This is an optimization exercise on Yosys and OpenROAD, whose aim is small area, a short achievable clock period and few clock cycles, not a production implementation.
Only simulation tests tie the RTL to the original design; equivalence was not proved.
Power is estimated from default activity; no workload was simulated.

==> design/flow/design.v <==
module std_fp_mult_pipe #(
    parameter WIDTH = 32,
    parameter INT_WIDTH = 16,
    parameter FRAC_WIDTH = 16,
    parameter SIGNED = 0
) (
    input  logic [WIDTH-1:0] left,
    input  logic [WIDTH-1:0] right,
    input  logic             go,
    input  logic             clk,
    input  logic             reset,
    output logic [WIDTH-1:0] out,
    output logic             done
);
  logic [WIDTH-1:0]          rtmp;
  logic [WIDTH-1:0]          ltmp;
  logic [(WIDTH << 1) - 1:0] out_tmp;
  logic done_buf[2:0];
  assign done = done_buf[2];
  assign out = out_tmp[(WIDTH << 1) - INT_WIDTH - 1 : WIDTH - INT_WIDTH];
  logic start;
  assign start = go & done_buf[0] == 0 & done_buf[1] == 0;
  always_ff @(posedge clk) begin
    if (start)
      done_buf[0] <= 1;
    else
      done_buf[0] <= 0;
  end
  always_ff @(posedge clk) begin
    if (go) begin
      done_buf[2] <= done_buf[1];
      done_buf[1] <= done_buf[0];
    end else begin
      done_buf[2] <= 0;
      done_buf[1] <= 0;
    end
  end
  always_ff @(posedge clk) begin
    if (reset) begin
      rtmp <= 0;
      ltmp <= 0;
      out_tmp <= 0;
    end else if (go) begin
      if (SIGNED) begin
        rtmp <= $signed(right);
        ltmp <= $signed(left);
        out_tmp <= $signed(
          { {WIDTH{ltmp[WIDTH-1]}}, ltmp} *
          { {WIDTH{rtmp[WIDTH-1]}}, rtmp}
        );
      end else begin
        rtmp <= right;
        ltmp <= left;
        out_tmp <= ltmp * rtmp;
      end
    end else begin
      rtmp <= 0;
      ltmp <= 0;
      out_tmp <= out_tmp;
    end
  end
endmodule
module std_fp_smult_pipe #(
    parameter WIDTH = 32,
    parameter INT_WIDTH = 16,
    parameter FRAC_WIDTH = 16
) (
    input  [WIDTH-1:0]              left,
    input  [WIDTH-1:0]              right,
    input  logic                    reset,
    input  logic                    go,
    input  logic                    clk,
    output logic [WIDTH-1:0]        out,
    output logic                    done
);
  std_fp_mult_pipe #(
    .WIDTH(WIDTH),
    .INT_WIDTH(INT_WIDTH),
    .FRAC_WIDTH(FRAC_WIDTH),
    .SIGNED(1)
  ) comp (
    .clk(clk),
    .done(done),
    .reset(reset),
    .go(go),
    .left(left),
    .right(right),
    .out(out)
  );
endmodule
==> design/flow/run.sh <==
#!/bin/bash
# synth_recipe.tcl (not shown) runs the flow's synth.tcl, then flattens the netlist and writes it again
# the make line also repeats each setting of config.mk as NAME=value (left out here)
make -C /OpenROAD-flow-scripts/flow DESIGN_CONFIG=/design/flow/config.mk WORK_HOME=/design/flow/orfs CLKGATE_MAP_FILE= SYNTH_SCRIPT=/design/flow/synth_recipe.tcl finish
==> design/flow/config.mk <==
export PLATFORM = sky130hd
export DESIGN_NAME = std_fp_smult_pipe
export DESIGN_NICKNAME = std_fp_smult_pipe
export VERILOG_FILES = /design/flow/design.v
export SDC_FILE = /design/flow/constraint.sdc
export NUM_CORES = 4
export LEC_CHECK = 0
export CAP_MARGIN = 20
export CORE_MARGIN = 2
export CORE_UTILIZATION = 40
export SLEW_MARGIN = 20
==> design/flow/constraint.sdc <==
create_clock -name core_clock -period 7.5 [get_ports {clk}]
set_input_delay 1.5000 -clock core_clock [delete_from_list [all_inputs] [get_ports {clk}]]
set_output_delay 1.5000 -clock core_clock [all_outputs]
set_load 0.01 [all_outputs]
==> run summary <==
- In this run the number of H-tree levels came out at 3.
- For this run, asynchronously set or reset flops after synthesis account for 0%.
- After clock tree synthesis, the clock-pin slew on the worst setup and hold paths is about 0.09 ns.
* Vias in the first global route: ~24k
- Post-Synthesis Net Count: about 4.5k
* Leading area contributor after synthesis: sky130_fd_sc_hd__fa_1
* LEAKAGE: 16.9 nW
- 0 antenna diodes ended up in the layout.
- CTS tree: done
* Headroom to the max-slew limit: about two fifths
- Global-route wire length before repair: about 140 mm
- Of all nets on the critical path, the largest fanout is 28.
- Endpoint class of the critical path: flop
* Top cells by area in the synthesized netlist: sky130_fd_sc_hd__fa_1, sky130_fd_sc_hd__and2_1, sky130_fd_sc_hd__inv_1, sky130_fd_sc_hd__ha_1, sky130_fd_sc_hd__dfxtp_1
- Buffers inserted to repair hold after CTS numbered 0.
- Antenna violations before repair: 0
* Final Critical Period: approximately 7.3 ns
* Post-synthesis instance area: 31800 um2
- Endpoints failing setup: 0
- Entering global routing, the biggest net connects 60 pins.
* NumNets Final: roughly 4.5k
* Area growth from synthesis to layout: 11.3%
* Setup Slack @ Placement: -0.0381 ns
- In the finished design, the share of the clock period the worst path needs comes to around 97%.
* Critical Path RT: ~7.8 ns
- Clock latency at the later pin of the worst-skew pair: 0.41 ns
- Worst clock skew: approximately 0.011 ns
* Detailed-route wire length: a little over 80 mm
* Die Y: approximately 290 um
- No sink is reached through more buffers than the 2 on the longest clock path.
- The post-route netlist has between 5 and 6% of its cells at a drive strength greater than 1.
* Total die area: 81700 um2
- During synthesis, Yosys emitted a total of 2 warnings.
- Worst endpoint data arrival time: 7.58 ns
* Post-detailed-route count of antenna-violating nets: 0
* Largest voltage drop on the vdd net: 117 uV
- Once layout is complete, the cells apart from fillers number approximately 4.5k.
- Top-area cell type share of the netlist area: 52.8%
- # DRC: 0
* Remaining Overflow, GRT: 0
- Total core area: about 80000 um2
* Fin. max-slew vios: 0
- The first routing iteration left between 1k and 1.5k violations.
- The tree is rooted in a sky130_fd_sc_hd__clkbuf_16.
* Count of standard-cell rows: roughly 100
- Peak Freq: around 140 MHz
- STA classifies the critical path startpoint as a flop.
* Post-synth EDFFs: 0
* Leading register cell type out of synthesis: sky130_fd_sc_hd__dfxtp_1
- Port buffering added 99 buffers.
- Run status: complete, no violations
* Horizontal extent of the die: 286 um
- In the final routed layout, each cell accounts on average for 18.3 um.
- For this run, the detailed router's first-pass iteration total came to 5.
- The tree built by TritonCTS fans out to 99 sinks.
- Pwr Density: between 70 and 80 nW/um2
* Placed cells: 4492
* Cell count after synthesis: between 3k and 4k
* Category of the most critical setup path: reg2reg
* Setup slack after layout: between 0.2 and 0.25 ns
- During I/O placement, the number of pins put on the boundary was 100.
- The number of hold-slack violations in the final timing report came to 0.
* Sequential fraction of the synthesis area: under 10%
- Overall routing resource usage: 21.5%
- Each instance of the synthesized netlist takes up on average 9.37 um2.
* TritonCTS Buffers: 9
- For the pin with the worst max-slew slack, the measured transition is approximately 0.88 ns.
- Synthesis instantiated 51 different standard cells from the library.
* Number of vias in the routed layout: 21.7k
* Unrepaired setup endpoints after global routing: true
- After legalization and detailed placement, the total HPWL measured around 70 mm.
- Dividing the detail-routed via count by the number of cells gives ~4.8.
- For this configuration, the core starts out at a cell density of about two fifths.
- Hold WS: between 0.4 and 0.5 ns
- Once the clock tree was built, the setup fixing pass inserted 0 buffers.
- FF+latch count, synth: 99
* Hold/Removal Path Class: reg2reg
- Number of maximum-capacitance constraint violations: 0
* RePlAce Congestion: a little under 0.9
[cells in the final DEF (no fill, tap or decap), types with 20 or more instances in the layout]
cell type,netlist,layout
sky130_fd_sc_hd__a21o_1,25,25
sky130_fd_sc_hd__a21oi_1,37,34
sky130_fd_sc_hd__and2_1,532,532
sky130_fd_sc_hd__buf_12,0,38
sky130_fd_sc_hd__buf_4,0,105
sky130_fd_sc_hd__clkdlybuf4s50_1,0,97
sky130_fd_sc_hd__dfxtp_1,99,86
sky130_fd_sc_hd__fa_1,838,838
sky130_fd_sc_hd__ha_1,163,162
sky130_fd_sc_hd__inv_1,786,785
sky130_fd_sc_hd__mux2i_1,20,20
sky130_fd_sc_hd__nand2_1,446,446
sky130_fd_sc_hd__nor2_1,38,36
sky130_fd_sc_hd__o21ai_0,23,22
sky130_fd_sc_hd__xnor2_1,47,47
sky130_fd_sc_hd__xor2_1,20,20
[critical path, cell delays in order, from the launching register on]
cell                      delay (ns)
sky130_fd_sc_hd__dfxtp_1        0.36
sky130_fd_sc_hd__buf_12         0.21
sky130_fd_sc_hd__buf_4          0.18
sky130_fd_sc_hd__and2_1         0.15
sky130_fd_sc_hd__fa_1           0.44
sky130_fd_sc_hd__fa_1           0.42
sky130_fd_sc_hd__fa_1           0.49
sky130_fd_sc_hd__inv_1          0.05
sky130_fd_sc_hd__fa_1           0.47
sky130_fd_sc_hd__inv_1          0.05
sky130_fd_sc_hd__fa_1           0.49
sky130_fd_sc_hd__fa_1           0.51
sky130_fd_sc_hd__fa_1           0.54
sky130_fd_sc_hd__fa_1           0.43
sky130_fd_sc_hd__ha_1           0.30
sky130_fd_sc_hd__a21oi_1        0.28
sky130_fd_sc_hd__o21ai_0        0.25
sky130_fd_sc_hd__nor2_1         0.18
sky130_fd_sc_hd__a31oi_1        0.14
sky130_fd_sc_hd__buf_4          0.19
sky130_fd_sc_hd__o21ai_0        0.18
sky130_fd_sc_hd__nand2_1        0.09
sky130_fd_sc_hd__and2_1         0.19
sky130_fd_sc_hd__or3_1          0.31
sky130_fd_sc_hd__a31o_2         0.24
[area by class of cell]
| class | count | area (um2) |
|---|---|---|
| multi-input combinational | 2313 | 26200 |
| clock buffer | 10 | 239 |
| timing repair buffer | 245 | 2580 |
| sequential | 99 | 2000 |
| tap | 1050 | 1310 |
| clock inverter | 6 | 57.6 |
| inverter | 786 | 2950 |
| fill | 7698 | 43500 |
[flip-flops by register name, indices dropped and copies added, names as in the netlist]
register / flops
comp.out_tmp: 32
comp.done_buf: 3
comp.rtmp: 32
comp.ltmp: 32
[per-stage QoR]
step | util, % | power [mW] | cell area, um2 | TNS (ns)
final | 44.8 | 2.77 | 35400 | 0
after detailed placement | 44.3 | 2.27 | 34900 | -0.0381
after global placement | 44.3 | 2.26 | 34900 | 0
after CTS | 44.7 | 2.82 | 35200 | 0
after global routing | 44.8 | 3.00 | 35400 | -0.0477
after floorplan | - | 1.58 | 31800 | 0
[path summary, 6_finish.rpt]
check                           slack (ns)          endpoint             start  cells after the start
worst min-delay path                  0.41  comp.done_buf[0]  comp.done_buf[1]                      1
worst max-delay path                  0.24  comp.out_tmp[43]      comp.ltmp[8]                     24
worst min register to register        0.41  comp.done_buf[0]  comp.done_buf[1]                      1
worst max register to register        0.24  comp.out_tmp[43]      comp.ltmp[8]                     24
[logic make-up after synthesis]
logic type	count (synthesis)	share of synthesized area (%)
simple gates	1093	17.8
fa+ha+maj	1001	59.2
mux	20	0.630
compound gates	132	2.74
xor+xnor	67	1.85
flops	99	6.24
buf+inv	979	11.6
[synth_stat cells (all sizes together), types with 2 or more instances]
cell type / instances
o21ai: 25
or2: 3
nor3: 5
inv: 786
a211oi: 5
nand3b: 3
a31o: 2
o21a: 2
and3: 3
a21oi: 37
a221oi: 4
xor2: 20
nand2: 446
nand3: 10
nor3b: 7
a31oi: 4
a21o: 25
nand2b: 14
nand4: 9
o21bai: 6
mux2i: 20
nor4b: 2
and2: 532
o31ai: 2
o211ai: 2
o22ai: 4
a41oi: 2
xnor2: 47
or3: 3
clkbuf: 191
ha: 163
buf: 2
nor2: 38
fa: 838
nor2b: 14
a211o: 4
dfxtp: 99
[power by group]
part           switching (mW)  internal (mW)  leakage (nW)
clock                   0.271          0.242         0.147
sequential             0.0446          0.578         0.819
combinational           0.924          0.712          15.9
total                    1.24           1.53          16.9
[repair_timing]
action | CTS | global route
endpoints found under the setup margin | 2 | 16
gates resized for setup | 2 | 38
endpoints found under the hold margin | 0 | 0
pin swaps | 0 | 2
gates cloned | 0 | 1
[layer usage]
metal / share of wire (%) / track usage, %
met1: 43 / 28.5
met2: 51 / 37.5
met3: 3.4 / 2.09
met4: 2.3 / 5.98
met5: 0 / 0
Testbench counts, summed over its fixed seeds: cycles 12,008.

[re-timing with driven ports]
No port has a modelled driver above. Below, the same layout with a new extraction and two added sets of constraints. Step 1 sets driving cells, clkbuf_16 on the clock port and buf_2 on the other inputs (assumed; they add their load-dependent delay and slew). Step 2 times the ports against the registers' clock, not the clock port: input delays grow and output delays shrink by t, the midpoint of the rising clock arrivals with the driver on. Three values: ideal, step 1, step 2; two values: the first two.
t, ns: 0.475
setup slack, ns: 0.236 / 0.236 / 0.236
hold WS [ns]: 0.412 / 0.412 / 0.412
worst data-port slew with drivers (ns): 0.08
After both steps this run still meets setup and hold. The setup slack of this run moves by 0.000 ns with the drivers and by 0.000 ns with both steps.
